Background: an optimization exercise with open tools, aiming at small area. Do not read the settings as production practice. Function was not checked in any run shown here: the RTL went through the layout flow alone.

## flow/design.v (module list and top-level ports; edited modules follow where they fit)
// module cordic_pipeline: 4047 lines
module cordic_pipeline(clk, x0, y0, z0, out_x, out_y, out_z);
  // ...
==> flow/flow/run.sh <==
#!/bin/bash
# Own layout flow: the standard synthesis, then a netlist clean-up that removes inverters
# (flow/invopt.py complements self-dual or De Morgan-dual cells such as full adders, xor/xnor,
# nand/nor and aoi/oai so fewer inverters are needed; registers, half adders and ports are
# untouched), then the standard layout with buf_1 port buffers. Each tool writes its own
# log here: synth.log, invopt.log, layout.log.
set -euo pipefail
R=orfs/results/${FLOW_PLATFORM}/cordic_pipeline/base
bash standard.sh synth > synth.log 2>&1
cp $R/1_2_yosys.v synth_netlist.v
if ! python3 flow/invopt.py synth_netlist.v $R/1_2_yosys.v > invopt.log 2>&1; then
  echo "invopt failed; keeping the standard netlist" >> invopt.log
  cp synth_netlist.v $R/1_2_yosys.v
fi
rm -f $R/1_synth.odb $R/1_synth.sdc
bash standard.sh BUFFER_PORTS_ARGS="-buffer_cell sky130_fd_sc_hd__buf_1" finish > layout.log 2>&1
==> flow/flow/invopt.py <==
#!/usr/bin/env python3
"""Inverter clean-up after synthesis. Full adders, majority gates, buffers and muxes are
self-dual and nand/nor, and/or, aoi/oai pairs are De Morgan duals, so complementing all
(data) inputs and the output of such a cell keeps its function (the cell type changes to its
dual). xor/xnor cells take either input polarity by swapping type. This pass chooses which
cells to complement so that as few inverters as possible are needed; registers, half adders and
ports are left as they are. usage: invopt2.py IN.v OUT.v"""
import re, sys, random, collections

LIB = '/OpenROAD-flow-scripts/flow/platforms/sky130hd/lib/sky130_fd_sc_hd__tt_025C_1v80.lib'
import os
if 'FLOW_HOME' in os.environ:
    LIB = os.path.join(os.environ['FLOW_HOME'], 'platforms/sky130hd/lib/sky130_fd_sc_hd__tt_025C_1v80.lib')
libtxt = open(LIB).read()
AREA = {}
for m in re.finditer(r'cell\s*\(\s*"?(\w+)"?\s*\)\s*\{(.*?)area\s*:\s*([\d.]+)', libtxt, re.S):
    AREA[m.group(1)] = float(m.group(3))
DONT = set()
PFX = 'sky130_fd_sc_hd__'
PAIRS = [('nand2', 'nor2'), ('nand3', 'nor3'), ('nand4', 'nor4'), ('and2', 'or2'), ('and3', 'or3'),
         ('and4', 'or4'), ('a21oi', 'o21ai'), ('a21o', 'o21a'), ('a31oi', 'o31ai'), ('a31o', 'o31a'),
         ('a22oi', 'o22ai'), ('a22o', 'o22a'), ('a211oi', 'o211ai'), ('a211o', 'o211a'),
         ('a41oi', 'o41ai'), ('a41o', 'o41a'), ('a221oi', 'o221ai'), ('a311oi', 'o311ai'),
         ('a2111oi', 'o2111ai'), ('a32oi', 'o32ai'), ('a32o', 'o32a')]
DUAL = {}
for a, b in PAIRS:
    DUAL[a] = b; DUAL[b] = a
for s in ('fa', 'maj3', 'buf', 'mux2', 'mux2i'):
    DUAL[s] = s
DATA_ONLY = {'mux2': {'A0', 'A1'}, 'mux2i': {'A0', 'A1'}}

def split(t):
    m = re.fullmatch(PFX + r'([a-z0-9]+?)_(\d+)', t)
    return (m.group(1), m.group(2)) if m else (None, None)

def dual_type(t):
    base, drv = split(t)
    if base not in DUAL: return None
    d = DUAL[base]
    cand = [c for c in AREA if split(c)[0] == d]
    if not cand: return None
    same = PFX + d + '_' + drv
    if same in AREA: return same
    # closest area
    return min(cand, key=lambda c: abs(AREA[c] - AREA[t]))

src = open(sys.argv[1]).read()
cell_re = re.compile(r'\n  (sky130_fd_sc_hd__\w+)\s+(\S+)\s*\((.*?)\);', re.S)
OUTPINS = {'X', 'Y', 'Q', 'Q_N', 'SUM', 'COUT', 'HI', 'LO'}
cells = []
for mm in cell_re.finditer(src):
    typ, name, body = mm.group(1), mm.group(2), mm.group(3)
    pins = [(p, n.strip()) for p, n in re.findall(r'\.(\w+)\(([^()]*)\)', body)]
    cells.append([typ, name, pins, mm.start(), mm.end()])
ports_in = set(); ports_out = set()
for kind, rng, names in re.findall(r'\n  (input|output)\s+(\[\d+:\d+\])?\s*([^;]+);', src):
    for nm in names.split(','):
        nm = nm.strip()
        if rng:
            hi, lo = map(int, rng[1:-1].split(':'))
            for i in range(min(hi, lo), max(hi, lo) + 1):
                (ports_in if kind == 'input' else ports_out).add('%s[%d]' % (nm, i))
        else:
            (ports_in if kind == 'input' else ports_out).add(nm)

def is_inv(t): return re.fullmatch(PFX + r'(clk)?inv_\d+', t) is not None
def is_xor(t): return re.fullmatch(PFX + r'x(n)?or2_\d+', t) is not None
def flippable(t): return dual_type(t) is not None

drv = {}
for ci, (typ, name, pins, a, b) in enumerate(cells):
    for p, n in pins:
        if p in OUTPINS: drv[n] = (ci, p)

def root(n):
    pol = 0; seen = 0
    while n in drv and is_inv(cells[drv[n][0]][0]) and seen < 50:
        ci = drv[n][0]
        n = dict(cells[ci][2])['A']; pol ^= 1; seen += 1
    return n, pol

frozen_roots = set()
for ci, c in enumerate(cells):
    if is_inv(c[0]):
        pins = dict(c[2])
        if pins['A'] in ports_in or pins['Y'] in ports_out:
            frozen_roots.add(root(pins['A'])[0])
for p in ports_out:
    frozen_roots.add(root(p)[0])

def data_pin(ci, p):
    base = split(cells[ci][0])[0]
    if base in DATA_ONLY: return p in DATA_ONLY[base]
    return True

cons = collections.defaultdict(list)
for ci, c in enumerate(cells):
    if is_inv(c[0]): continue
    for p, n in c[2]:
        if p in OUTPINS or n.startswith("1'"): continue
        r, pol = root(n)
        if is_xor(c[0]): continue
        cons[r].append((ci, p, pol))
for p in ports_out:
    r, pol = root(p)
    cons[r].append((-1, p, pol))
producer = {}
for ci, c in enumerate(cells):
    if is_inv(c[0]): continue
    for p, n in c[2]:
        if p in OUTPINS: producer[n] = ci
flip = [0] * len(cells)

def sig_cost(r):
    if r in frozen_roots: return 0
    pi = flip[producer[r]] if r in producer else 0
    for ci, p, pol in cons[r]:
        need = pol
        if ci >= 0 and flip[ci] and data_pin(ci, p): need ^= 1
        if need != pi: return 1
    return 0

def area_delta(ci):
    t = cells[ci][0]
    if is_xor(t): return 0.0
    d = dual_type(t)
    return (AREA[d] - AREA[t]) / 3.75 if flip[ci] else 0.0

def cell_sigs(ci):
    s = set()
    for p, n in cells[ci][2]:
        if n.startswith("1'"): continue
        if is_xor(cells[ci][0]) and p not in OUTPINS: continue
        s.add(root(n)[0])
    return s

cands = [ci for ci, c in enumerate(cells) if (flippable(c[0]) or is_xor(c[0])) and not is_inv(c[0])]
# cells with constant inputs are not flipped
cands = [ci for ci in cands if not any(n.startswith("1'") for p, n in cells[ci][2])]
sigs = {ci: cell_sigs(ci) for ci in cands}
movable = [ci for ci in cands if not (sigs[ci] & frozen_roots)]
allroots = set(cons) | set(producer)
def total():
    return sum(sig_cost(r) for r in allroots) + sum(area_delta(ci) for ci in movable)
before = total()
def try_group(g):
    ss = set()
    for ci in g: ss |= sigs[ci]
    c0 = sum(sig_cost(r) for r in ss) + sum(area_delta(ci) for ci in g)
    for ci in g: flip[ci] ^= 1
    c1 = sum(sig_cost(r) for r in ss) + sum(area_delta(ci) for ci in g)
    if c1 < c0 - 1e-9: return True
    for ci in g: flip[ci] ^= 1
    return False
# neighbours for pair moves
nbr = collections.defaultdict(set)
mset = set(movable)
for ci in movable:
    for r in sigs[ci]:
        if r in producer and producer[r] in mset and producer[r] != ci: nbr[ci].add(producer[r])
        for cj, p, pol in cons[r]:
            if cj in mset and cj != ci: nbr[ci].add(cj)
random.seed(1)
for it in range(30):
    changed = False
    order = movable[:]; random.shuffle(order)
    for ci in order:
        if try_group([ci]): changed = True
    for ci in order:
        for cj in nbr[ci]:
            if try_group([ci, cj]): changed = True
    if not changed: break
after = total()
pass

newcells = []; newwires = []; net_for = {}; cnt = 0
def get_net(r, pol):
    global cnt
    pi = flip[producer[r]] if r in producer else 0
    if pol == pi: return r
    key = (r, pol)
    if key not in net_for:
        cnt += 1
        nn = 'invopt_n%d' % cnt
        newwires.append(nn)
        newcells.append('  sky130_fd_sc_hd__inv_1 invopt_i%d (\n    .A(%s),\n    .Y(%s)\n  );' % (cnt, r, nn))
        net_for[key] = nn
    return net_for[key]

keep_inv = set()
for ci, c in enumerate(cells):
    if is_inv(c[0]):
        pins = dict(c[2])
        if root(pins['A'])[0] in frozen_roots: keep_inv.add(ci)
out = []; pos = 0
for ci, c in enumerate(cells):
    typ, name, pins, a, b = c
    out.append(src[pos:a]); pos = b
    if is_inv(typ) and ci not in keep_inv: continue
    if is_inv(typ): out.append(src[a:b]); continue
    fl = flip[ci]
    newpins = []
    if is_xor(typ):
        par = fl
        for p, n in pins:
            if p in OUTPINS or n.startswith("1'") or root(n)[0] in frozen_roots:
                newpins.append((p, n)); continue
            r, pol = root(n)
            pi = flip[producer[r]] if r in producer else 0
            newpins.append((p, get_net(r, pi)))
            par ^= pi ^ pol
        if par:
            if 'xnor2' in typ:
                typ = typ.replace('xnor2', 'xor2'); newpins = [('X' if p == 'Y' else p, n) for p, n in newpins]
            else:
                typ = typ.replace('xor2', 'xnor2'); newpins = [('Y' if p == 'X' else p, n) for p, n in newpins]
    else:
        for p, n in pins:
            if p in OUTPINS or n.startswith("1'") or root(n)[0] in frozen_roots:
                newpins.append((p, n)); continue
            r, pol = root(n)
            inv = fl and data_pin(ci, p)
            newpins.append((p, get_net(r, pol ^ inv)))
        if fl:
            typ = dual_type(typ)
    body = ',\n'.join('    .%s(%s)' % (p, n) for p, n in newpins)
    out.append('\n  %s %s (\n%s\n  );' % (typ, name, body))
out.append(src[pos:])
res = ''.join(out)
decl = ''.join('  wire %s;\n' % w for w in newwires)
ins = res.index(';\n', res.index('module')) + 2
res = res[:ins] + decl + res[ins:]
endm = res.rindex('endmodule')
res = res[:endm] + '\n'.join(newcells) + '\n' + res[endm:]
open(sys.argv[2], 'w').write(res)
==> flow/standard.sh <==
#!/bin/bash
# synth_recipe.tcl (not shown) runs the flow's synth.tcl, then flattens the netlist and writes it again
# the make line also repeats each setting of config.mk as NAME=value (left out here)
make -C /OpenROAD-flow-scripts/flow DESIGN_CONFIG=/design/flow/config.mk WORK_HOME=/design/flow/orfs CLKGATE_MAP_FILE= SYNTH_SCRIPT=/design/flow/synth_recipe.tcl "${@:-finish}"
==> flow/config.mk <==
export PLATFORM = sky130hd
export DESIGN_NAME = cordic_pipeline
export DESIGN_NICKNAME = cordic_pipeline
export VERILOG_FILES = /design/flow/design.v
export SDC_FILE = /design/flow/constraint.sdc
export NUM_CORES = 4
export LEC_CHECK = 0
export CAP_MARGIN = 20
export CORE_MARGIN = 2
export CORE_UTILIZATION = 70
export CTS_BUF_LIST = sky130_fd_sc_hd__clkbuf_8
export CTS_CLUSTER_DIAMETER = 60
export CTS_CLUSTER_SIZE = 20
export PLACE_DENSITY = 0.8
export SLEW_MARGIN = 20
==> flow/constraint.sdc <==
create_clock -name core_clock -period 4.0 [get_ports {clk}]
set_input_delay 0.8000 -clock core_clock [delete_from_list [all_inputs] [get_ports {clk}]]
set_output_delay 0.8000 -clock core_clock [all_outputs]
set_load 0.01 [all_outputs]
==> run summary, run 1 <==
- In the final layout, the share of cells above drive strength 1 is 7.50%.
- The source of the critical timing path is x0_7_r1.
- The number of sinks handled by clock tree synthesis is 573.
- The most numerous cell type found on the critical path is fa_1.
- The worst path meets setup with 162 ps of slack.
- The layout has 2343 filler cells.
- The met2 layer wire length in the routed design is 22.6 mm.
- The post-synth net total is 2409.
- Of all nets on the critical path, the largest fanout is 1.
- The worst-case setup slack after placement is -107 ps.
- Setup violations remaining at the end of the flow were counted as 0.
- The sequential cell area in the final layout is 11500 sq um.
- The timing endpoint of the critical path is x0_s_259_r1.
- The worst setup path is captured at a register.
- The topmost layer with routed signal wires is met4.
- The full die area is 37600 sq um.
- The routed wire length is 38.1 mm.
- Excluding fillers, the count of instances in the completed layout stands at 2553.
- The run finished with no timing, DRC or antenna violations.
- In this run the cell area measured after placement is 26000 sq um.
- Leaving out fill and tap cells, the most frequent cells in the layout are dfxtp_1 (566), fa_1 (251), xor2_1 (247), inv_1 (185), xnor2_1 (173).
- From bottom edge to top edge, the die measures 194 um.
- The kind of start point of the critical path is a register.
- A synthesized cell averages 12.7 sq um.
- The detailed router placed 12.9k vias in this run.
- The logic depth of the worst path, buffers included is 10.
- The number of buffer and inverter instances along the worst setup path is 0.
- The data arrival time of the critical path is 4350 ps.
- The number of global-route vias before repair is 14.1k.
- The initialized floorplan defines 69 standard-cell rows.
==> inputs of run 2 (changes only) <==
--- a/flow/design.v
+++ b/flow/design.v
@@ -1461,2 +1461,3 @@
 	reg zn_7_r1;
+	reg z0s_12_r1;
 	reg z0s_14_r1;
@@ -1468,3 +1469,2 @@
 	reg z0c_25_r1;
-	reg zo_39_r1;
 	reg z1s_43_r1;
@@ -1474,5 +1474,4 @@
 	reg z1s_45_r2;
+	reg z1c_46_r1;
 	reg z1s_47_r1;
-	reg z1s_47_r2;
-	reg z1c_48_r1;
 	reg z1s_49_r1;
@@ -1636,3 +1635,2 @@
 	reg nS_307_r1;
-	reg nS_307_r2;
 	reg x1_s_323_r1;
@@ -1672,3 +1670,2 @@
 	reg nS_404_r1;
-	reg nS_404_r2;
 	reg x2_s_419_r1;
@@ -1681,5 +1678,3 @@
 	reg x2_s_433_r1;
-	reg x2_s_433_r2;
 	reg x2_c_434_r1;
-	reg x2_s_441_r1;
 	reg x2_s_443_r1;
@@ -1697,4 +1692,2 @@
 	reg y2_c_479_r1;
-	reg y2_s_484_r1;
-	reg y2_s_486_r1;
 	reg y2_s_488_r1;
@@ -1711,3 +1704,4 @@
 	reg x3_s_521_r1;
-	reg x3_c_522_r1;
+	reg x3_s_523_r1;
+	reg x3_c_524_r1;
 	reg x3_s_525_r1;
@@ -1716,2 +1710,4 @@
 	reg x3_c_530_r1;
+	reg x3_s_537_r1;
+	reg x3_c_538_r1;
 	reg x3_i_542_r1;
@@ -1731,3 +1727,6 @@
 	reg y3_s_584_r1;
-	reg y3_c_585_r1;
+	reg y3_s_586_r1;
+	reg y3_c_587_r1;
+	reg y3_s_594_r1;
+	reg y3_c_595_r1;
 	reg y3_i_599_r1;
@@ -1737,3 +1736,2 @@
 	reg nS_610_r1;
-	reg x4_b_622_r1;
 	reg x4_s_623_r1;
@@ -1748,6 +1746,6 @@
 	reg x4_i_646_r1;
-	reg x4_k_648_r1;
-	reg x4_s_649_r1;
-	reg x4_s_651_r1;
-	reg x4_c_652_r1;
+	reg x4_i_653_r1;
+	reg x4_i_654_r1;
+	reg x4_u_657_r1;
+	reg x4_v_658_r1;
 	reg y4_b_679_r1;
@@ -1763,6 +1761,5 @@
 	reg y4_i_703_r1;
-	reg y4_k_705_r1;
-	reg y4_s_706_r1;
-	reg y4_s_708_r1;
-	reg y4_c_709_r1;
+	reg y4_i_710_r1;
+	reg y4_i_711_r1;
+	reg y4_k_713_r1;
 	reg x5_s_737_r1;
@@ -1780,6 +1777,5 @@
 	reg x5_i_778_r1;
-	reg x5_k_780_r1;
-	reg x5_s_781_r1;
-	reg x5_s_783_r1;
-	reg x5_s_785_r1;
+	reg x5_i_786_r1;
+	reg x5_i_787_r1;
+	reg x5_i_789_r1;
 	reg y5_s_801_r1;
@@ -1797,7 +1793,5 @@
 	reg y5_i_842_r1;
-	reg y5_k_844_r1;
-	reg y5_s_845_r1;
-	reg y5_s_847_r1;
-	reg y5_s_849_r1;
-	reg nS_854_r1;
+	reg y5_i_850_r1;
+	reg y5_i_851_r1;
+	reg y5_i_853_r1;
 	reg x6_s_865_r1;
@@ -1848,5 +1842,4 @@
 	reg x7_i_1026_r1;
-	reg x7_k_1028_r1;
-	reg x7_s_1029_r1;
-	reg x7_s_1031_r1;
+	reg x7_i_1032_r1;
+	reg x7_i_1033_r1;
 	reg y7_s_1043_r1;
@@ -1867,3 +1860,2 @@
 	reg y7_i_1093_r1;
-	reg nS_1094_r1;
 	reg x8_s_1103_r1;
@@ -2038,3 +2030,3 @@
 	assign zo_38 = (~zf_3 & zs_6) | (zf_3 & ~zs_6) | (zf_3 & zs_6);
-	assign zo_39 = (~zf_3 & ~zs_6) | (zf_3 & ~zs_6);
+	assign zo_39 = (~zf_3_r1 & ~zs_6_r1) | (zf_3_r1 & ~zs_6_r1);
 	assign zo_40 = (~zf_3_r1 & zs_6_r1) | (zf_3_r1 & zs_6_r1);
@@ -2046,10 +2038,10 @@
 	assign z1c_46 = (z0s_10 & zo_38) | (z1c_44 & (z0s_10 ^ zo_38));
-	assign z1s_47 = z0s_12 ^ zo_39 ^ z1c_46;
-	assign z1c_48 = (z0s_12 & zo_39) | (z1c_46 & (z0s_12 ^ zo_39));
-	assign z1s_49 = z0s_14_r1 ^ zo_40 ^ z1c_48_r1;
-	assign z1c_50 = (z0s_14_r1 & zo_40) | (z1c_48_r1 & (z0s_14_r1 ^ zo_40));
+	assign z1s_47 = z0s_12_r1 ^ zo_39 ^ z1c_46_r1;
+	assign z1c_48 = (z0s_12_r1 & zo_39) | (z1c_46_r1 & (z0s_12_r1 ^ zo_39));
+	assign z1s_49 = z0s_14_r1 ^ zo_40 ^ z1c_48;
+	assign z1c_50 = (z0s_14_r1 & zo_40) | (z1c_48 & (z0s_14_r1 ^ zo_40));
 	assign z1s_51 = z0s_16_r1 ^ zo_41 ^ z1c_50;
 	assign z1c_52 = (z0s_16_r1 & zo_41) | (z1c_50 & (z0s_16_r1 ^ zo_41));
-	assign z1s_53 = z0s_18_r1 ^ zo_39_r1 ^ z1c_52;
-	assign z1c_54 = (z0s_18_r1 & zo_39_r1) | (z1c_52 & (z0s_18_r1 ^ zo_39_r1));
+	assign z1s_53 = z0s_18_r1 ^ zo_39 ^ z1c_52;
+	assign z1c_54 = (z0s_18_r1 & zo_39) | (z1c_52 & (z0s_18_r1 ^ zo_39));
 	assign z1s_55 = z0s_20_r1 ^ zo_40 ^ z1c_54;
@@ -2066,4 +2058,4 @@
 	assign z1c_66 = (z0s_26 & zo_42) | (1'b0 & (z0s_26 ^ zo_42));
-	assign z1s_67 = z0s_28 ^ zo_39_r1 ^ z1c_66;
-	assign z1c_68 = (z0s_28 & zo_39_r1) | (z1c_66 & (z0s_28 ^ zo_39_r1));
+	assign z1s_67 = z0s_28 ^ zo_39 ^ z1c_66;
+	assign z1c_68 = (z0s_28 & zo_39) | (z1c_66 & (z0s_28 ^ zo_39));
 	assign z1i_69 = z1s_65 ^ z1k_64;
@@ -2072,6 +2064,6 @@
 	assign z1k_72 = (z1k_64 & z1p_71) | z1c_68;
-	assign z1s_73 = z0s_30 ^ zo_39_r1 ^ 1'b0;
-	assign z1c_74 = (z0s_30 & zo_39_r1) | (1'b0 & (z0s_30 ^ zo_39_r1));
-	assign z1s_75 = z0s_32 ^ zo_39_r1 ^ z1c_74;
-	assign z1c_76 = (z0s_32 & zo_39_r1) | (z1c_74 & (z0s_32 ^ zo_39_r1));
+	assign z1s_73 = z0s_30 ^ zo_39 ^ 1'b0;
+	assign z1c_74 = (z0s_30 & zo_39) | (1'b0 & (z0s_30 ^ zo_39));
+	assign z1s_75 = z0s_32 ^ zo_39 ^ z1c_74;
+	assign z1c_76 = (z0s_32 & zo_39) | (z1c_74 & (z0s_32 ^ zo_39));
 	assign z1i_77 = z1s_73 ^ z1k_72;
@@ -2080,5 +2072,5 @@
 	assign z1k_80 = (z1k_72 & z1p_79) | z1c_76;
-	assign z1s_81 = z0s_34 ^ zo_39_r1 ^ 1'b0;
-	assign z1c_82 = (z0s_34 & zo_39_r1) | (1'b0 & (z0s_34 ^ zo_39_r1));
-	assign z1s_83 = z0s_36 ^ zo_39_r1 ^ z1c_82;
+	assign z1s_81 = z0s_34 ^ zo_39 ^ 1'b0;
+	assign z1c_82 = (z0s_34 & zo_39) | (1'b0 & (z0s_34 ^ zo_39));
+	assign z1s_83 = z0s_36 ^ zo_39 ^ z1c_82;
 	assign z1i_84 = z1s_81 ^ z1k_80;
@@ -2090,4 +2082,4 @@
 	assign z2c_90 = (z1s_45_r2 & zf_3_r2) | (1'b0 & (z1s_45_r2 ^ zf_3_r2));
-	assign z2s_91 = z1s_47_r2 ^ zg_87 ^ z2c_90;
-	assign z2c_92 = (z1s_47_r2 & zg_87) | (z2c_90 & (z1s_47_r2 ^ zg_87));
+	assign z2s_91 = z1s_47_r1 ^ zg_87 ^ z2c_90;
+	assign z2c_92 = (z1s_47_r1 & zg_87) | (z2c_90 & (z1s_47_r1 ^ zg_87));
 	assign z2s_93 = z1s_49_r1 ^ zh_88 ^ z2c_92;
@@ -2306,20 +2298,20 @@
 	assign y0_s_306 = y0_15_r1 ^ y0_b_275 ^ y0_c_305;
-	assign nS_307 = ~zs_6;
-	assign x1_b_308 = y0_s_278_r1 ^ nS_307_r1;
-	assign x1_b_309 = y0_s_280_r1 ^ nS_307_r1;
-	assign x1_b_310 = y0_s_282_r1 ^ nS_307_r1;
-	assign x1_b_311 = y0_s_284_r1 ^ nS_307_r1;
-	assign x1_b_312 = y0_s_286_r1 ^ nS_307_r1;
-	assign x1_b_313 = y0_s_288_r1 ^ nS_307_r1;
-	assign x1_b_314 = y0_s_290_r1 ^ nS_307_r1;
-	assign x1_b_315 = y0_s_292 ^ nS_307_r1;
-	assign x1_b_316 = y0_s_294_r1 ^ nS_307_r2;
-	assign x1_b_317 = y0_s_296_r1 ^ nS_307_r2;
-	assign x1_b_318 = y0_s_298_r1 ^ nS_307_r2;
-	assign x1_b_319 = y0_s_300_r1 ^ nS_307_r2;
-	assign x1_b_320 = y0_s_302_r1 ^ nS_307_r2;
-	assign x1_b_321 = y0_s_304_r1 ^ nS_307_r2;
-	assign x1_b_322 = y0_s_306_r1 ^ nS_307_r2;
-	assign x1_s_323 = x0_s_229_r1 ^ x1_b_308 ^ nS_307_r1;
-	assign x1_c_324 = (x0_s_229_r1 & x1_b_308) | (nS_307_r1 & (x0_s_229_r1 ^ x1_b_308));
+	assign nS_307 = ~zs_6_r1;
+	assign x1_b_308 = y0_s_278_r1 ^ nS_307;
+	assign x1_b_309 = y0_s_280_r1 ^ nS_307;
+	assign x1_b_310 = y0_s_282_r1 ^ nS_307;
+	assign x1_b_311 = y0_s_284_r1 ^ nS_307;
+	assign x1_b_312 = y0_s_286_r1 ^ nS_307;
+	assign x1_b_313 = y0_s_288_r1 ^ nS_307;
+	assign x1_b_314 = y0_s_290_r1 ^ nS_307;
+	assign x1_b_315 = y0_s_292 ^ nS_307;
+	assign x1_b_316 = y0_s_294_r1 ^ nS_307_r1;
+	assign x1_b_317 = y0_s_296_r1 ^ nS_307_r1;
+	assign x1_b_318 = y0_s_298_r1 ^ nS_307_r1;
+	assign x1_b_319 = y0_s_300_r1 ^ nS_307_r1;
+	assign x1_b_320 = y0_s_302_r1 ^ nS_307_r1;
+	assign x1_b_321 = y0_s_304_r1 ^ nS_307_r1;
+	assign x1_b_322 = y0_s_306_r1 ^ nS_307_r1;
+	assign x1_s_323 = x0_s_229_r1 ^ x1_b_308 ^ nS_307;
+	assign x1_c_324 = (x0_s_229_r1 & x1_b_308) | (nS_307 & (x0_s_229_r1 ^ x1_b_308));
 	assign x1_s_325 = x0_s_231_r1 ^ x1_b_309 ^ x1_c_324;
@@ -2403,19 +2395,19 @@
 	assign y1_q_403 = y0_s_306_r1 ^ (y1_u_401 | y1_v_402);
-	assign nS_404 = ~zs_86;
-	assign x2_b_405 = y1_s_375_r1 ^ nS_404_r1;
-	assign x2_b_406 = y1_s_377_r1 ^ nS_404_r1;
-	assign x2_b_407 = y1_s_379_r1 ^ nS_404_r1;
-	assign x2_b_408 = y1_s_381_r1 ^ nS_404_r1;
-	assign x2_b_409 = y1_s_383_r1 ^ nS_404_r1;
-	assign x2_b_410 = y1_s_385_r1 ^ nS_404_r1;
-	assign x2_b_411 = y1_s_387 ^ nS_404_r1;
-	assign x2_b_412 = y1_s_389 ^ nS_404_r1;
-	assign x2_b_413 = y1_s_391_r1 ^ nS_404_r2;
-	assign x2_b_414 = y1_s_393_r1 ^ nS_404_r2;
-	assign x2_b_415 = y1_s_395_r1 ^ nS_404_r2;
-	assign x2_b_416 = y1_s_397_r1 ^ nS_404_r2;
-	assign x2_b_417 = y1_s_399_r1 ^ nS_404_r2;
-	assign x2_b_418 = y1_q_403_r1 ^ nS_404_r2;
-	assign x2_s_419 = x1_s_323_r1 ^ x2_b_405 ^ nS_404_r1;
-	assign x2_c_420 = (x1_s_323_r1 & x2_b_405) | (nS_404_r1 & (x1_s_323_r1 ^ x2_b_405));
+	assign nS_404 = ~zs_86_r1;
+	assign x2_b_405 = y1_s_375_r1 ^ nS_404;
+	assign x2_b_406 = y1_s_377_r1 ^ nS_404;
+	assign x2_b_407 = y1_s_379_r1 ^ nS_404;
+	assign x2_b_408 = y1_s_381_r1 ^ nS_404;
+	assign x2_b_409 = y1_s_383_r1 ^ nS_404;
+	assign x2_b_410 = y1_s_385_r1 ^ nS_404;
+	assign x2_b_411 = y1_s_387 ^ nS_404;
+	assign x2_b_412 = y1_s_389 ^ nS_404;
+	assign x2_b_413 = y1_s_391_r1 ^ nS_404_r1;
+	assign x2_b_414 = y1_s_393_r1 ^ nS_404_r1;
+	assign x2_b_415 = y1_s_395_r1 ^ nS_404_r1;
+	assign x2_b_416 = y1_s_397_r1 ^ nS_404_r1;
+	assign x2_b_417 = y1_s_399_r1 ^ nS_404_r1;
+	assign x2_b_418 = y1_q_403_r1 ^ nS_404_r1;
+	assign x2_s_419 = x1_s_323_r1 ^ x2_b_405 ^ nS_404;
+	assign x2_c_420 = (x1_s_323_r1 & x2_b_405) | (nS_404 & (x1_s_323_r1 ^ x2_b_405));
 	assign x2_s_421 = x1_s_325_r1 ^ x2_b_406 ^ x2_c_420;
@@ -2502,3 +2494,3 @@
 	assign x3_b_502 = y2_s_482 ^ nS_495;
-	assign x3_b_503 = y2_s_484_r1 ^ nS_495_r1;
+	assign x3_b_503 = y2_s_484 ^ nS_495;
 	assign x3_b_504 = y2_s_486 ^ nS_495;
@@ -2506,3 +2498,3 @@
 	assign x3_b_506 = y2_s_490 ^ nS_495;
-	assign x3_b_507 = y2_s_492_r1 ^ nS_495_r1;
+	assign x3_b_507 = y2_s_492 ^ nS_495;
 	assign x3_b_508 = y2_s_494_r1 ^ nS_495_r1;
@@ -2522,4 +2514,4 @@
 	assign x3_c_522 = (x2_s_431_r1 & x3_b_502) | (x3_c_520 & (x2_s_431_r1 ^ x3_b_502));
-	assign x3_s_523 = x2_s_433_r2 ^ x3_b_503 ^ x3_c_522_r1;
-	assign x3_c_524 = (x2_s_433_r2 & x3_b_503) | (x3_c_522_r1 & (x2_s_433_r2 ^ x3_b_503));
+	assign x3_s_523 = x2_s_433_r1 ^ x3_b_503 ^ x3_c_522;
+	assign x3_c_524 = (x2_s_433_r1 & x3_b_503) | (x3_c_522 & (x2_s_433_r1 ^ x3_b_503));
 	assign x3_s_525 = x2_s_435 ^ x3_b_504 ^ 1'b0;
@@ -2530,15 +2522,15 @@
 	assign x3_c_530 = (x2_s_439 & x3_b_506) | (x3_c_528 & (x2_s_439 ^ x3_b_506));
-	assign x3_i_531 = x3_s_525_r1 ^ x3_c_524;
-	assign x3_i_532 = x3_s_527_r1 ^ (x3_c_524 & x3_s_525_r1);
+	assign x3_i_531 = x3_s_525_r1 ^ x3_c_524_r1;
+	assign x3_i_532 = x3_s_527_r1 ^ (x3_c_524_r1 & x3_s_525_r1);
 	assign x3_p_533 = x3_s_525_r1 & x3_s_527_r1;
-	assign x3_i_534 = x3_s_529_r1 ^ (x3_c_524 & x3_p_533);
+	assign x3_i_534 = x3_s_529_r1 ^ (x3_c_524_r1 & x3_p_533);
 	assign x3_p_535 = x3_p_533 & x3_s_529_r1;
-	assign x3_k_536 = (x3_c_524 & x3_p_535) | x3_c_530_r1;
-	assign x3_s_537 = x2_s_441_r1 ^ x3_b_507 ^ 1'b0;
-	assign x3_c_538 = (x2_s_441_r1 & x3_b_507) | (1'b0 & (x2_s_441_r1 ^ x3_b_507));
-	assign x3_s_539 = x2_s_443_r1 ^ x3_b_508 ^ x3_c_538;
-	assign x3_c_540 = (x2_s_443_r1 & x3_b_508) | (x3_c_538 & (x2_s_443_r1 ^ x3_b_508));
-	assign x3_i_541 = x3_s_537 ^ x3_k_536;
-	assign x3_i_542 = x3_s_539 ^ (x3_k_536 & x3_s_537);
-	assign x3_p_543 = x3_s_537 & x3_s_539;
+	assign x3_k_536 = (x3_c_524_r1 & x3_p_535) | x3_c_530_r1;
+	assign x3_s_537 = x2_s_441 ^ x3_b_507 ^ 1'b0;
+	assign x3_c_538 = (x2_s_441 & x3_b_507) | (1'b0 & (x2_s_441 ^ x3_b_507));
+	assign x3_s_539 = x2_s_443_r1 ^ x3_b_508 ^ x3_c_538_r1;
+	assign x3_c_540 = (x2_s_443_r1 & x3_b_508) | (x3_c_538_r1 & (x2_s_443_r1 ^ x3_b_508));
+	assign x3_i_541 = x3_s_537_r1 ^ x3_k_536;
+	assign x3_i_542 = x3_s_539 ^ (x3_k_536 & x3_s_537_r1);
+	assign x3_p_543 = x3_s_537_r1 & x3_s_539;
 	assign x3_k_544 = (x3_k_536 & x3_p_543) | x3_c_540;
@@ -2562,4 +2554,4 @@
 	assign y3_b_562 = x2_s_443 ^ zs_106_r1;
-	assign y3_b_563 = x2_s_445_r1 ^ zs_106_r2;
-	assign y3_b_564 = x2_s_447_r1 ^ zs_106_r2;
+	assign y3_b_563 = x2_s_445 ^ zs_106_r1;
+	assign y3_b_564 = x2_s_447 ^ zs_106_r1;
 	assign y3_b_565 = x2_s_449_r1 ^ zs_106_r2;
@@ -2585,4 +2577,4 @@
 	assign y3_c_585 = (y2_s_482 & y3_b_562) | (y3_c_583 & (y2_s_482 ^ y3_b_562));
-	assign y3_s_586 = y2_s_484_r1 ^ y3_b_563 ^ y3_c_585_r1;
-	assign y3_c_587 = (y2_s_484_r1 & y3_b_563) | (y3_c_585_r1 & (y2_s_484_r1 ^ y3_b_563));
+	assign y3_s_586 = y2_s_484 ^ y3_b_563 ^ y3_c_585;
+	assign y3_c_587 = (y2_s_484 & y3_b_563) | (y3_c_585 & (y2_s_484 ^ y3_b_563));
 	assign y3_i_588 = y3_s_582_r1 ^ y3_c_581_r1;
@@ -2590,12 +2582,12 @@
 	assign y3_p_590 = y3_s_582_r1 & y3_s_584_r1;
-	assign y3_i_591 = y3_s_586 ^ (y3_c_581_r1 & y3_p_590);
-	assign y3_p_592 = y3_p_590 & y3_s_586;
-	assign y3_k_593 = (y3_c_581_r1 & y3_p_592) | y3_c_587;
-	assign y3_s_594 = y2_s_486_r1 ^ y3_b_564 ^ 1'b0;
-	assign y3_c_595 = (y2_s_486_r1 & y3_b_564) | (1'b0 & (y2_s_486_r1 ^ y3_b_564));
-	assign y3_s_596 = y2_s_488_r1 ^ y3_b_565 ^ y3_c_595;
-	assign y3_c_597 = (y2_s_488_r1 & y3_b_565) | (y3_c_595 & (y2_s_488_r1 ^ y3_b_565));
-	assign y3_i_598 = y3_s_594 ^ y3_k_593;
-	assign y3_i_599 = y3_s_596 ^ (y3_k_593 & y3_s_594);
-	assign y3_p_600 = y3_s_594 & y3_s_596;
+	assign y3_i_591 = y3_s_586_r1 ^ (y3_c_581_r1 & y3_p_590);
+	assign y3_p_592 = y3_p_590 & y3_s_586_r1;
+	assign y3_k_593 = (y3_c_581_r1 & y3_p_592) | y3_c_587_r1;
+	assign y3_s_594 = y2_s_486 ^ y3_b_564 ^ 1'b0;
+	assign y3_c_595 = (y2_s_486 & y3_b_564) | (1'b0 & (y2_s_486 ^ y3_b_564));
+	assign y3_s_596 = y2_s_488_r1 ^ y3_b_565 ^ y3_c_595_r1;
+	assign y3_c_597 = (y2_s_488_r1 & y3_b_565) | (y3_c_595_r1 & (y2_s_488_r1 ^ y3_b_565));
+	assign y3_i_598 = y3_s_594_r1 ^ y3_k_593;
+	assign y3_i_599 = y3_s_596 ^ (y3_k_593 & y3_s_594_r1);
+	assign y3_p_600 = y3_s_594_r1 & y3_s_596;
 	assign y3_k_601 = (y3_k_593 & y3_p_600) | y3_c_597;
@@ -2636,4 +2628,4 @@
 	assign x4_c_636 = (x3_s_521_r1 & x4_b_617) | (x4_c_634 & (x3_s_521_r1 ^ x4_b_617));
-	assign x4_s_637 = x3_s_523 ^ x4_b_618 ^ 1'b0;
-	assign x4_c_638 = (x3_s_523 & x4_b_618) | (1'b0 & (x3_s_523 ^ x4_b_618));
+	assign x4_s_637 = x3_s_523_r1 ^ x4_b_618 ^ 1'b0;
+	assign x4_c_638 = (x3_s_523_r1 & x4_b_618) | (1'b0 & (x3_s_523_r1 ^ x4_b_618));
 	assign x4_s_639 = x3_i_531 ^ x4_b_619 ^ x4_c_638;
@@ -2652,17 +2644,17 @@
 	assign x4_c_652 = (x3_i_541 & x4_b_622) | (x4_c_650 & (x3_i_541 ^ x4_b_622));
-	assign x4_i_653 = x4_s_649_r1 ^ x4_k_648_r1;
-	assign x4_i_654 = x4_s_651_r1 ^ (x4_k_648_r1 & x4_s_649_r1);
-	assign x4_p_655 = x4_s_649_r1 & x4_s_651_r1;
-	assign x4_k_656 = (x4_k_648_r1 & x4_p_655) | x4_c_652_r1;
-	assign x4_u_657 = x4_k_656 & ~x4_b_622_r1;
-	assign x4_v_658 = x4_b_622_r1 & ~x4_k_656;
-	assign x4_q_659 = x3_i_542_r1 ^ (x4_u_657 | x4_v_658);
+	assign x4_i_653 = x4_s_649 ^ x4_k_648;
+	assign x4_i_654 = x4_s_651 ^ (x4_k_648 & x4_s_649);
+	assign x4_p_655 = x4_s_649 & x4_s_651;
+	assign x4_k_656 = (x4_k_648 & x4_p_655) | x4_c_652;
+	assign x4_u_657 = x4_k_656 & ~x4_b_622;
+	assign x4_v_658 = x4_b_622 & ~x4_k_656;
+	assign x4_q_659 = x3_i_542_r1 ^ (x4_u_657_r1 | x4_v_658_r1);
 	assign x4_N_660 = ~x3_i_542_r1;
-	assign x4_q_661 = x3_q_547_r1 ^ ((x4_u_657 & x3_i_542_r1) | (x4_v_658 & x4_N_660));
+	assign x4_q_661 = x3_q_547_r1 ^ ((x4_u_657_r1 & x3_i_542_r1) | (x4_v_658_r1 & x4_N_660));
 	assign x4_I_662 = x3_i_542_r1 & x3_q_547_r1;
 	assign x4_D_663 = x4_N_660 & ~x3_q_547_r1;
-	assign x4_q_664 = x3_q_549_r1 ^ ((x4_u_657 & x4_I_662) | (x4_v_658 & x4_D_663));
+	assign x4_q_664 = x3_q_549_r1 ^ ((x4_u_657_r1 & x4_I_662) | (x4_v_658_r1 & x4_D_663));
 	assign x4_I_665 = x4_I_662 & x3_q_549_r1;
 	assign x4_D_666 = x4_D_663 & ~x3_q_549_r1;
-	assign x4_q_667 = x3_q_552_r1 ^ ((x4_u_657 & x4_I_665) | (x4_v_658 & x4_D_666));
+	assign x4_q_667 = x3_q_552_r1 ^ ((x4_u_657_r1 & x4_I_665) | (x4_v_658_r1 & x4_D_666));
 	assign y4_b_668 = x3_s_517_r1 ^ zs_129_r1;
@@ -2670,3 +2662,3 @@
 	assign y4_b_670 = x3_s_521_r1 ^ zs_129_r1;
-	assign y4_b_671 = x3_s_523 ^ zs_129_r1;
+	assign y4_b_671 = x3_s_523_r1 ^ zs_129_r1;
 	assign y4_b_672 = x3_i_531 ^ zs_129_r1;
@@ -2709,8 +2701,8 @@
 	assign y4_c_709 = (y3_i_598 & y4_b_679) | (y4_c_707 & (y3_i_598 ^ y4_b_679));
-	assign y4_i_710 = y4_s_706_r1 ^ y4_k_705_r1;
-	assign y4_i_711 = y4_s_708_r1 ^ (y4_k_705_r1 & y4_s_706_r1);
-	assign y4_p_712 = y4_s_706_r1 & y4_s_708_r1;
-	assign y4_k_713 = (y4_k_705_r1 & y4_p_712) | y4_c_709_r1;
-	assign y4_u_714 = y4_k_713 & ~y4_b_679_r1;
-	assign y4_v_715 = y4_b_679_r1 & ~y4_k_713;
+	assign y4_i_710 = y4_s_706 ^ y4_k_705;
+	assign y4_i_711 = y4_s_708 ^ (y4_k_705 & y4_s_706);
+	assign y4_p_712 = y4_s_706 & y4_s_708;
+	assign y4_k_713 = (y4_k_705 & y4_p_712) | y4_c_709;
+	assign y4_u_714 = y4_k_713_r1 & ~y4_b_679_r1;
+	assign y4_v_715 = y4_b_679_r1 & ~y4_k_713_r1;
 	assign y4_q_716 = y3_i_599_r1 ^ (y4_u_714 | y4_v_715);
@@ -2730,4 +2722,4 @@
 	assign x5_b_730 = y4_i_703_r1 ^ nS_725;
-	assign x5_b_731 = y4_i_710 ^ nS_725;
-	assign x5_b_732 = y4_i_711 ^ nS_725;
+	assign x5_b_731 = y4_i_710_r1 ^ nS_725;
+	assign x5_b_732 = y4_i_711_r1 ^ nS_725;
 	assign x5_b_733 = y4_q_716 ^ nS_725;
@@ -2768,6 +2760,6 @@
 	assign x5_k_768 = (x5_k_756 & x5_p_767) | x5_c_762;
-	assign x5_s_769 = x4_i_653 ^ x5_b_736 ^ 1'b0;
-	assign x5_c_770 = (x4_i_653 & x5_b_736) | (1'b0 & (x4_i_653 ^ x5_b_736));
-	assign x5_s_771 = x4_i_654 ^ x5_b_736 ^ x5_c_770;
-	assign x5_c_772 = (x4_i_654 & x5_b_736) | (x5_c_770 & (x4_i_654 ^ x5_b_736));
+	assign x5_s_769 = x4_i_653_r1 ^ x5_b_736 ^ 1'b0;
+	assign x5_c_770 = (x4_i_653_r1 & x5_b_736) | (1'b0 & (x4_i_653_r1 ^ x5_b_736));
+	assign x5_s_771 = x4_i_654_r1 ^ x5_b_736 ^ x5_c_770;
+	assign x5_c_772 = (x4_i_654_r1 & x5_b_736) | (x5_c_770 & (x4_i_654_r1 ^ x5_b_736));
 	assign x5_s_773 = x4_q_659 ^ x5_b_736 ^ x5_c_772;
@@ -2785,6 +2777,6 @@
 	assign x5_s_785 = x4_q_667 ^ x5_b_736 ^ x5_c_784;
-	assign x5_i_786 = x5_s_781_r1 ^ x5_k_780_r1;
-	assign x5_i_787 = x5_s_783_r1 ^ (x5_k_780_r1 & x5_s_781_r1);
-	assign x5_p_788 = x5_s_781_r1 & x5_s_783_r1;
-	assign x5_i_789 = x5_s_785_r1 ^ (x5_k_780_r1 & x5_p_788);
+	assign x5_i_786 = x5_s_781 ^ x5_k_780;
+	assign x5_i_787 = x5_s_783 ^ (x5_k_780 & x5_s_781);
+	assign x5_p_788 = x5_s_781 & x5_s_783;
+	assign x5_i_789 = x5_s_785 ^ (x5_k_780 & x5_p_788);
 	assign y5_b_790 = x4_s_633_r1 ^ zs_146_r1;
@@ -2794,4 +2786,4 @@
 	assign y5_b_794 = x4_i_646_r1 ^ zs_146_r1;
-	assign y5_b_795 = x4_i_653 ^ zs_146_r1;
-	assign y5_b_796 = x4_i_654 ^ zs_146_r1;
+	assign y5_b_795 = x4_i_653_r1 ^ zs_146_r1;
+	assign y5_b_796 = x4_i_654_r1 ^ zs_146_r1;
 	assign y5_b_797 = x4_q_659 ^ zs_146_r1;
@@ -2832,6 +2824,6 @@
 	assign y5_k_832 = (y5_k_820 & y5_p_831) | y5_c_826;
-	assign y5_s_833 = y4_i_710 ^ y5_b_800 ^ 1'b0;
-	assign y5_c_834 = (y4_i_710 & y5_b_800) | (1'b0 & (y4_i_710 ^ y5_b_800));
-	assign y5_s_835 = y4_i_711 ^ y5_b_800 ^ y5_c_834;
-	assign y5_c_836 = (y4_i_711 & y5_b_800) | (y5_c_834 & (y4_i_711 ^ y5_b_800));
+	assign y5_s_833 = y4_i_710_r1 ^ y5_b_800 ^ 1'b0;
+	assign y5_c_834 = (y4_i_710_r1 & y5_b_800) | (1'b0 & (y4_i_710_r1 ^ y5_b_800));
+	assign y5_s_835 = y4_i_711_r1 ^ y5_b_800 ^ y5_c_834;
+	assign y5_c_836 = (y4_i_711_r1 & y5_b_800) | (y5_c_834 & (y4_i_711_r1 ^ y5_b_800));
 	assign y5_s_837 = y4_q_716 ^ y5_b_800 ^ y5_c_836;
@@ -2849,19 +2841,19 @@
 	assign y5_s_849 = y4_q_724 ^ y5_b_800 ^ y5_c_848;
-	assign y5_i_850 = y5_s_845_r1 ^ y5_k_844_r1;
-	assign y5_i_851 = y5_s_847_r1 ^ (y5_k_844_r1 & y5_s_845_r1);
-	assign y5_p_852 = y5_s_845_r1 & y5_s_847_r1;
-	assign y5_i_853 = y5_s_849_r1 ^ (y5_k_844_r1 & y5_p_852);
-	assign nS_854 = ~z5i_162;
-	assign x6_b_855 = y5_i_818_r1 ^ nS_854_r1;
-	assign x6_b_856 = y5_i_827_r1 ^ nS_854_r1;
-	assign x6_b_857 = y5_i_828_r1 ^ nS_854_r1;
-	assign x6_b_858 = y5_i_830_r1 ^ nS_854_r1;
-	assign x6_b_859 = y5_i_839_r1 ^ nS_854_r1;
-	assign x6_b_860 = y5_i_840_r1 ^ nS_854_r1;
-	assign x6_b_861 = y5_i_842_r1 ^ nS_854_r1;
-	assign x6_b_862 = y5_i_850 ^ nS_854_r1;
-	assign x6_b_863 = y5_i_851 ^ nS_854_r1;
-	assign x6_b_864 = y5_i_853 ^ nS_854_r1;
-	assign x6_s_865 = x5_s_737_r1 ^ x6_b_855 ^ nS_854_r1;
-	assign x6_c_866 = (x5_s_737_r1 & x6_b_855) | (nS_854_r1 & (x5_s_737_r1 ^ x6_b_855));
+	assign y5_i_850 = y5_s_845 ^ y5_k_844;
+	assign y5_i_851 = y5_s_847 ^ (y5_k_844 & y5_s_845);
+	assign y5_p_852 = y5_s_845 & y5_s_847;
+	assign y5_i_853 = y5_s_849 ^ (y5_k_844 & y5_p_852);
+	assign nS_854 = ~z5i_162_r1;
+	assign x6_b_855 = y5_i_818_r1 ^ nS_854;
+	assign x6_b_856 = y5_i_827_r1 ^ nS_854;
+	assign x6_b_857 = y5_i_828_r1 ^ nS_854;
+	assign x6_b_858 = y5_i_830_r1 ^ nS_854;
+	assign x6_b_859 = y5_i_839_r1 ^ nS_854;
+	assign x6_b_860 = y5_i_840_r1 ^ nS_854;
+	assign x6_b_861 = y5_i_842_r1 ^ nS_854;
+	assign x6_b_862 = y5_i_850_r1 ^ nS_854;
+	assign x6_b_863 = y5_i_851_r1 ^ nS_854;
+	assign x6_b_864 = y5_i_853_r1 ^ nS_854;
+	assign x6_s_865 = x5_s_737_r1 ^ x6_b_855 ^ nS_854;
+	assign x6_c_866 = (x5_s_737_r1 & x6_b_855) | (nS_854 & (x5_s_737_r1 ^ x6_b_855));
 	assign x6_s_867 = x5_s_739_r1 ^ x6_b_856 ^ x6_c_866;
@@ -2906,9 +2898,9 @@
 	assign x6_D_906 = x6_D_903 & ~x5_i_778_r1;
-	assign x6_q_907 = x5_i_786 ^ ((x6_u_897 & x6_I_905) | (x6_v_898 & x6_D_906));
-	assign x6_I_908 = x6_I_905 & x5_i_786;
-	assign x6_D_909 = x6_D_906 & ~x5_i_786;
-	assign x6_q_910 = x5_i_787 ^ ((x6_u_897 & x6_I_908) | (x6_v_898 & x6_D_909));
-	assign x6_I_911 = x6_I_908 & x5_i_787;
-	assign x6_D_912 = x6_D_909 & ~x5_i_787;
-	assign x6_q_913 = x5_i_789 ^ ((x6_u_897 & x6_I_911) | (x6_v_898 & x6_D_912));
+	assign x6_q_907 = x5_i_786_r1 ^ ((x6_u_897 & x6_I_905) | (x6_v_898 & x6_D_906));
+	assign x6_I_908 = x6_I_905 & x5_i_786_r1;
+	assign x6_D_909 = x6_D_906 & ~x5_i_786_r1;
+	assign x6_q_910 = x5_i_787_r1 ^ ((x6_u_897 & x6_I_908) | (x6_v_898 & x6_D_909));
+	assign x6_I_911 = x6_I_908 & x5_i_787_r1;
+	assign x6_D_912 = x6_D_909 & ~x5_i_787_r1;
+	assign x6_q_913 = x5_i_789_r1 ^ ((x6_u_897 & x6_I_911) | (x6_v_898 & x6_D_912));
 	assign y6_b_914 = x5_i_754_r1 ^ z5i_162_r1;
@@ -2920,5 +2912,5 @@
 	assign y6_b_920 = x5_i_778_r1 ^ z5i_162_r1;
-	assign y6_b_921 = x5_i_786 ^ z5i_162_r1;
-	assign y6_b_922 = x5_i_787 ^ z5i_162_r1;
-	assign y6_b_923 = x5_i_789 ^ z5i_162_r1;
+	assign y6_b_921 = x5_i_786_r1 ^ z5i_162_r1;
+	assign y6_b_922 = x5_i_787_r1 ^ z5i_162_r1;
+	assign y6_b_923 = x5_i_789_r1 ^ z5i_162_r1;
 	assign y6_s_924 = y5_s_801_r1 ^ y6_b_914 ^ z5i_162_r1;
@@ -2965,9 +2957,9 @@
 	assign y6_D_965 = y6_D_962 & ~y5_i_842_r1;
-	assign y6_q_966 = y5_i_850 ^ ((y6_u_956 & y6_I_964) | (y6_v_957 & y6_D_965));
-	assign y6_I_967 = y6_I_964 & y5_i_850;
-	assign y6_D_968 = y6_D_965 & ~y5_i_850;
-	assign y6_q_969 = y5_i_851 ^ ((y6_u_956 & y6_I_967) | (y6_v_957 & y6_D_968));
-	assign y6_I_970 = y6_I_967 & y5_i_851;
-	assign y6_D_971 = y6_D_968 & ~y5_i_851;
-	assign y6_q_972 = y5_i_853 ^ ((y6_u_956 & y6_I_970) | (y6_v_957 & y6_D_971));
+	assign y6_q_966 = y5_i_850_r1 ^ ((y6_u_956 & y6_I_964) | (y6_v_957 & y6_D_965));
+	assign y6_I_967 = y6_I_964 & y5_i_850_r1;
+	assign y6_D_968 = y6_D_965 & ~y5_i_850_r1;
+	assign y6_q_969 = y5_i_851_r1 ^ ((y6_u_956 & y6_I_967) | (y6_v_957 & y6_D_968));
+	assign y6_I_970 = y6_I_967 & y5_i_851_r1;
+	assign y6_D_971 = y6_D_968 & ~y5_i_851_r1;
+	assign y6_q_972 = y5_i_853_r1 ^ ((y6_u_956 & y6_I_970) | (y6_v_957 & y6_D_971));
 	assign nS_973 = ~zs_177_r1;
@@ -3031,4 +3023,4 @@
 	assign x7_s_1031 = x6_q_913_r1 ^ x7_b_982 ^ x7_c_1030;
-	assign x7_i_1032 = x7_s_1029_r1 ^ x7_k_1028_r1;
-	assign x7_i_1033 = x7_s_1031_r1 ^ (x7_k_1028_r1 & x7_s_1029_r1);
+	assign x7_i_1032 = x7_s_1029 ^ x7_k_1028;
+	assign x7_i_1033 = x7_s_1031 ^ (x7_k_1028 & x7_s_1029);
 	assign y7_b_1034 = x6_i_891_r1 ^ zs_177_r1;
@@ -3093,13 +3085,13 @@
 	assign y7_i_1093 = y7_s_1091 ^ (y7_k_1088 & y7_s_1089);
-	assign nS_1094 = ~zs_190;
-	assign x8_b_1095 = y7_i_1071_r1 ^ nS_1094_r1;
-	assign x8_b_1096 = y7_i_1072_r1 ^ nS_1094_r1;
-	assign x8_b_1097 = y7_i_1074_r1 ^ nS_1094_r1;
-	assign x8_b_1098 = y7_i_1083_r1 ^ nS_1094_r1;
-	assign x8_b_1099 = y7_i_1084_r1 ^ nS_1094_r1;
-	assign x8_b_1100 = y7_i_1086_r1 ^ nS_1094_r1;
-	assign x8_b_1101 = y7_i_1092_r1 ^ nS_1094_r1;
-	assign x8_b_1102 = y7_i_1093_r1 ^ nS_1094_r1;
-	assign x8_s_1103 = x7_s_983_r1 ^ x8_b_1095 ^ nS_1094_r1;
-	assign x8_c_1104 = (x7_s_983_r1 & x8_b_1095) | (nS_1094_r1 & (x7_s_983_r1 ^ x8_b_1095));
+	assign nS_1094 = ~zs_190_r1;
+	assign x8_b_1095 = y7_i_1071_r1 ^ nS_1094;
+	assign x8_b_1096 = y7_i_1072_r1 ^ nS_1094;
+	assign x8_b_1097 = y7_i_1074_r1 ^ nS_1094;
+	assign x8_b_1098 = y7_i_1083_r1 ^ nS_1094;
+	assign x8_b_1099 = y7_i_1084_r1 ^ nS_1094;
+	assign x8_b_1100 = y7_i_1086_r1 ^ nS_1094;
+	assign x8_b_1101 = y7_i_1092_r1 ^ nS_1094;
+	assign x8_b_1102 = y7_i_1093_r1 ^ nS_1094;
+	assign x8_s_1103 = x7_s_983_r1 ^ x8_b_1095 ^ nS_1094;
+	assign x8_c_1104 = (x7_s_983_r1 & x8_b_1095) | (nS_1094 & (x7_s_983_r1 ^ x8_b_1095));
 	assign x8_s_1105 = x7_s_985_r1 ^ x8_b_1096 ^ x8_c_1104;
@@ -3143,6 +3135,6 @@
 	assign x8_D_1143 = x8_D_1140 & ~x7_i_1026_r1;
-	assign x8_q_1144 = x7_i_1032 ^ ((x8_u_1125 & x8_I_1142) | (x8_v_1126 & x8_D_1143));
-	assign x8_I_1145 = x8_I_1142 & x7_i_1032;
-	assign x8_D_1146 = x8_D_1143 & ~x7_i_1032;
-	assign x8_q_1147 = x7_i_1033 ^ ((x8_u_1125 & x8_I_1145) | (x8_v_1126 & x8_D_1146));
+	assign x8_q_1144 = x7_i_1032_r1 ^ ((x8_u_1125 & x8_I_1142) | (x8_v_1126 & x8_D_1143));
+	assign x8_I_1145 = x8_I_1142 & x7_i_1032_r1;
+	assign x8_D_1146 = x8_D_1143 & ~x7_i_1032_r1;
+	assign x8_q_1147 = x7_i_1033_r1 ^ ((x8_u_1125 & x8_I_1145) | (x8_v_1126 & x8_D_1146));
 	assign y8_b_1148 = x7_i_1011_r1 ^ zs_190_r1;
@@ -3153,4 +3145,4 @@
 	assign y8_b_1153 = x7_i_1026_r1 ^ zs_190_r1;
-	assign y8_b_1154 = x7_i_1032 ^ zs_190_r1;
-	assign y8_b_1155 = x7_i_1033 ^ zs_190_r1;
+	assign y8_b_1154 = x7_i_1032_r1 ^ zs_190_r1;
+	assign y8_b_1155 = x7_i_1033_r1 ^ zs_190_r1;
 	assign y8_s_1156 = y7_s_1043_r1 ^ y8_b_1148 ^ zs_190_r1;
@@ -3506,2 +3498,3 @@
 		zn_7_r1 <= zn_7;
+		z0s_12_r1 <= z0s_12;
 		z0s_14_r1 <= z0s_14;
@@ -3513,3 +3506,2 @@
 		z0c_25_r1 <= z0c_25;
-		zo_39_r1 <= zo_39;
 		z1s_43_r1 <= z1s_43;
@@ -3519,5 +3511,4 @@
 		z1s_45_r2 <= z1s_45_r1;
+		z1c_46_r1 <= z1c_46;
 		z1s_47_r1 <= z1s_47;
-		z1s_47_r2 <= z1s_47_r1;
-		z1c_48_r1 <= z1c_48;
 		z1s_49_r1 <= z1s_49;
@@ -3681,3 +3672,2 @@
 		nS_307_r1 <= nS_307;
-		nS_307_r2 <= nS_307_r1;
 		x1_s_323_r1 <= x1_s_323;
@@ -3717,3 +3707,2 @@
 		nS_404_r1 <= nS_404;
-		nS_404_r2 <= nS_404_r1;
 		x2_s_419_r1 <= x2_s_419;
@@ -3726,5 +3715,3 @@
 		x2_s_433_r1 <= x2_s_433;
-		x2_s_433_r2 <= x2_s_433_r1;
 		x2_c_434_r1 <= x2_c_434;
-		x2_s_441_r1 <= x2_s_441;
 		x2_s_443_r1 <= x2_s_443;
@@ -3742,4 +3729,2 @@
 		y2_c_479_r1 <= y2_c_479;
-		y2_s_484_r1 <= y2_s_484;
-		y2_s_486_r1 <= y2_s_486;
 		y2_s_488_r1 <= y2_s_488;
@@ -3756,3 +3741,4 @@
 		x3_s_521_r1 <= x3_s_521;
-		x3_c_522_r1 <= x3_c_522;
+		x3_s_523_r1 <= x3_s_523;
+		x3_c_524_r1 <= x3_c_524;
 		x3_s_525_r1 <= x3_s_525;
@@ -3761,2 +3747,4 @@
 		x3_c_530_r1 <= x3_c_530;
+		x3_s_537_r1 <= x3_s_537;
+		x3_c_538_r1 <= x3_c_538;
 		x3_i_542_r1 <= x3_i_542;
@@ -3776,3 +3764,6 @@
 		y3_s_584_r1 <= y3_s_584;
-		y3_c_585_r1 <= y3_c_585;
+		y3_s_586_r1 <= y3_s_586;
+		y3_c_587_r1 <= y3_c_587;
+		y3_s_594_r1 <= y3_s_594;
+		y3_c_595_r1 <= y3_c_595;
 		y3_i_599_r1 <= y3_i_599;
@@ -3782,3 +3773,2 @@
 		nS_610_r1 <= nS_610;
-		x4_b_622_r1 <= x4_b_622;
 		x4_s_623_r1 <= x4_s_623;
@@ -3793,6 +3783,6 @@
 		x4_i_646_r1 <= x4_i_646;
-		x4_k_648_r1 <= x4_k_648;
-		x4_s_649_r1 <= x4_s_649;
-		x4_s_651_r1 <= x4_s_651;
-		x4_c_652_r1 <= x4_c_652;
+		x4_i_653_r1 <= x4_i_653;
+		x4_i_654_r1 <= x4_i_654;
+		x4_u_657_r1 <= x4_u_657;
+		x4_v_658_r1 <= x4_v_658;
 		y4_b_679_r1 <= y4_b_679;
@@ -3808,6 +3798,5 @@
 		y4_i_703_r1 <= y4_i_703;
-		y4_k_705_r1 <= y4_k_705;
-		y4_s_706_r1 <= y4_s_706;
-		y4_s_708_r1 <= y4_s_708;
-		y4_c_709_r1 <= y4_c_709;
+		y4_i_710_r1 <= y4_i_710;
+		y4_i_711_r1 <= y4_i_711;
+		y4_k_713_r1 <= y4_k_713;
 		x5_s_737_r1 <= x5_s_737;
@@ -3825,6 +3814,5 @@
 		x5_i_778_r1 <= x5_i_778;
-		x5_k_780_r1 <= x5_k_780;
-		x5_s_781_r1 <= x5_s_781;
-		x5_s_783_r1 <= x5_s_783;
-		x5_s_785_r1 <= x5_s_785;
+		x5_i_786_r1 <= x5_i_786;
+		x5_i_787_r1 <= x5_i_787;
+		x5_i_789_r1 <= x5_i_789;
 		y5_s_801_r1 <= y5_s_801;
@@ -3842,7 +3830,5 @@
 		y5_i_842_r1 <= y5_i_842;
-		y5_k_844_r1 <= y5_k_844;
-		y5_s_845_r1 <= y5_s_845;
-		y5_s_847_r1 <= y5_s_847;
-		y5_s_849_r1 <= y5_s_849;
-		nS_854_r1 <= nS_854;
+		y5_i_850_r1 <= y5_i_850;
+		y5_i_851_r1 <= y5_i_851;
+		y5_i_853_r1 <= y5_i_853;
 		x6_s_865_r1 <= x6_s_865;
@@ -3893,5 +3879,4 @@
 		x7_i_1026_r1 <= x7_i_1026;
-		x7_k_1028_r1 <= x7_k_1028;
-		x7_s_1029_r1 <= x7_s_1029;
-		x7_s_1031_r1 <= x7_s_1031;
+		x7_i_1032_r1 <= x7_i_1032;
+		x7_i_1033_r1 <= x7_i_1033;
 		y7_s_1043_r1 <= y7_s_1043;
@@ -3912,3 +3897,2 @@
 		y7_i_1093_r1 <= y7_i_1093;
-		nS_1094_r1 <= nS_1094;
 		x8_s_1103_r1 <= x8_s_1103;
==> run summary, run 2 <==
- Result of the run: no timing/DRC/antenna violations (unchanged).
- RSZ-0062 raised after global routing: true (unchanged).
- The netlist area before placement is 25000 sq um (was 25200 sq um).
- The kind of critical path is register to register (unchanged).
- The total congestion overflow is 0 (unchanged).
- The worst endpoint required time is 4470 ps (was 4510 ps).
- The sort of element at the end of the critical path is a register (unchanged).
- The routed length per instance is 14.8 um (was 14.9 um).
- The most common cell type on the critical path is fa_1 (unchanged).
- The headroom to the max-slew limit came to 63.4% (was 47.1%).
- The pin count of the biggest net entering global routing is 24 (was 21).
- The worst-case reg-to-reg path depth is 9 (was 10).
- The kind of start point of the critical path is a register (unchanged).
- The final hold violation count is 0 (unchanged).
- The count of antenna diodes in the layout is 0 (unchanged).
- The number of endpoints failing setup at the final stage was 0 (unchanged).
- The average footprint of a synthesized cell came to 12.6 sq um (was 12.7 sq um).
- The total instance count after detailed placement is 2487 (was 2492).
- The clock-pin slew on the worst setup and hold paths was 110 ps (about the same).
- The data arrival time of the critical path was 4350 ps (about the same).
- The count of maximum capacitance violations is 0 (unchanged).
- The clock root buffer is clkbuf_8 (unchanged).
- The full die area is 37200 sq um (was 37600 sq um).
- The effective utilization at floorplan came to 70.7% (was 70.9%).
- The worst hold path stage count is 1 (unchanged).
- The number of core rows is 69 (unchanged).
- The number of sinks handled by clock tree synthesis came to 565 (was 573).
- The HPWL reported at the end of detailed placement was 30.0 mm (was 31.2 mm).
- The clock tree from TritonCTS was yes (unchanged).
- The initial antenna violation count is 0 (unchanged).
- The post-place instance area came to 25800 sq um (was 26000 sq um).
- The first-pass iteration count of the detailed router was 4 (unchanged).
- The path category of the worst min-delay check is primary input to register (unchanged).
- The maximum level of the CTS H-tree was 2 (unchanged).
- The finished layout cell area was 26700 sq um (was 26900 sq um).
- The worst-skew pair later-pin latency is 590 ps (was 620 ps).
- The detailed router's first-iteration violation count is 287 (was 296).
- The number of filler instances in the final layout is 2266 (was 2343).
- The relative area change from synthesis to final layout came to 7.07% (was 6.64%).
- The post-route clock period utilization is 96.9% (was 95.9%).
- The number of slew-limit violations in the final report is 0 (unchanged).
- The post-route antenna net violation count is 0 (unchanged).
- The peak fanout along the critical path came to 2 (was 1).
- The longest individual stage delay on the worst path is 550 ps (was 440 ps).
- The number of global-route vias before repair is 13.7k (was 14.1k).
- The most common cell after layout, fill and taps aside is dfxtp_1 (unchanged).
- The total number of yosys warnings is 1 (unchanged).
- The total clock buffers created by CTS is 39 (was 40).
- The detailed-route vias per instance was 5.01 (was 5.04).
- The met2 layer wire length in the routed design is 22.4 mm (was 22.6 mm).
- The number of nets in the layout is 2490 (was 2494).
- Series of cell instances along the critical path: xor2_1, fa_1, fa_1, fa_1, fa_1, fa_1, fa_2, xor2_1, fa_1 (was fa_1, fa_1, fa_1, fa_2, fa_1, fa_2, fa_1, fa_1, xor2_1, xnor2_1).
- The slowest cell on the critical path is fa_2 (was fa_1).
- The non-filler instance count after layout is 2549 (was 2553).
- The end-of-flow core utilization is 75.7% (was 75.6%).
- The met3 wire length was 1.01 mm (was 1.06 mm).
- Most used cells in the layout excluding fill and tap cells: dfxtp_1 (553), fa_1 (237), xor2_1 (233), xnor2_1 (189), inv_1 (187) (was dfxtp_1 (566), fa_1 (251), xor2_1 (247), inv_1 (185), xnor2_1 (173)).
- The proportion of layout cells with a drive suffix above 1 is 8.72% (was 7.50%).
- The setup skew after layout was 28.4 ps (was 23.0 ps).
- The overall via count from detail_route is 12.8k (was 12.9k).
- The highest attainable clock frequency is 0.258 GHz (was 0.261 GHz).
- The slew at the pin closest to its max-slew limit is 547 ps (was 788 ps).
- The core footprint is 35300 sq um (was 35600 sq um).
- The number of port buffers is 96 (unchanged).
- The clock period minus worst slack is 3880 ps (was 3840 ps).
- The first-pass GRT wire length is 61.8 mm (was 63.3 mm).
- The number of I/O pins is 97 (unchanged).
- The routed wire length came to 37.6 mm (was 38.1 mm).
- The topmost layer with routed signal wires is met4 (unchanged).
- The post-route met1 wirelength was 12.9 mm (was 12.7 mm).
- The gate count of the mapped netlist was 1981 (was 1988).
- The maximum clock path buffer count was 3 (unchanged).
- The aggregate global-route resource usage was 21.2% (was 21.0%).
- The height of the die was 193 um (was 194 um).
- The width of the die is 193 um (was 194 um).
- The routability congestion estimate from global placement is 0.860 (was 0.913).
- The post-route DRC violation count came to 0 (unchanged).
- The post-synth net total is 2402 (was 2409).
-- run 2: layout make-up --
| cell class | count | area (sq um) | share of cell area [%] |
|---|---|---|---|
| Sequential cell | 565 | 11300 | 42.4 |
| Multi-Input combinational cell | 1125 | 12500 | 46.9 |
| Clock buffer | 43 | 592 | 2.21 |
| Clock inverter | 17 | 196 | 0.735 |
| Inverter | 189 | 712 | 2.66 |
| Tap cell | 461 | 577 | 2.16 |
| Timing Repair Buffer | 149 | 774 | 2.90 |
-- run 2: final timing paths --
path	slack, ps	endpoint	from
max reg2reg	120	y3_s_586_r1	y1_s_391_r1
min	300	y0_13_r1	y0[13]
max	120	y3_s_586_r1	y1_s_391_r1
min reg2reg	330	zm_1418_r3	zm_1418_r2
-- run 2: critical path: cells and delay by family, from the launching register on --
| kind | cells | cell delay [ps] |
|---|---|---|
| DFF | 1 | 350 |
| adders and majority gates | 7 | 2990 |
| xor gates and xnor gates | 2 | 410 |
-- run 2: metal layers --
| layer | GRT usage (%) | vias up |
|---|---|---|
| met5 | 0 | - |
| met4 | 8.57 | 0 |
| met3 | 2.84 | 85 |
| met2 | 44.9 | 212 |
| met1 | 19.7 | 6181 |
| li1 | - | 6302 |
-- run 2: per-stage QoR --
step	worst slack, ps	TNS (ps)	hold slack [ps]
6_report	122	0	295
2_1_floorplan	-163	-163	310
3_3_place_gp	-36.3	-40.3	310
5_1_grt	-39.4	-41.3	261
4_1_cts	18.7	0	251
3_5_place_dp	-135	-518	312
-- run 2: what timing repair did --
action                                  CTS  global route
pin swaps                                 0             7
endpoints found under the setup margin   12            31
buffers inserted                          0             2
gates cloned                              0             0
resized for setup                         8            48
endpoints found under the hold margin     0             0
hold buffers                              0             0

[afterwards: timing with drivers on the ports]
The results above use ideal ports. As a check the final layouts listed here were re-extracted and re-timed, cells and wires unchanged.
Step 1 (the two cells are an assumption about what drives the block):
set clk [get_ports {clk}]
set_driving_cell -lib_cell sky130_fd_sc_hd__clkbuf_16 $clk
set_driving_cell -lib_cell sky130_fd_sc_hd__buf_2 [delete_from_list [all_inputs] $clk]
Step 2 adds t to the input delays and takes it off the output delays; t is the mean of the earliest and latest rising clock arrival at the registers after step 1. Input paths then give back, and output paths get back, about the clock's delay inside the block.
a / b / c = no drivers / after step 1 / after step 2; a / b = the first two.
run	t, ns	setup WS [ns]	worst setup path after step 2
run 1	0.658	0.162 / 0.162 / 0.080	input to register
run 2	0.631	0.122 / 0.122 / -0.102	input to register
With both steps, setup timing fails in run 2, where it was met with ideal ports. For run 2, which loses most, drivers alone change the setup slack by 0.000 ns; drivers and shift together by -0.224 ns.
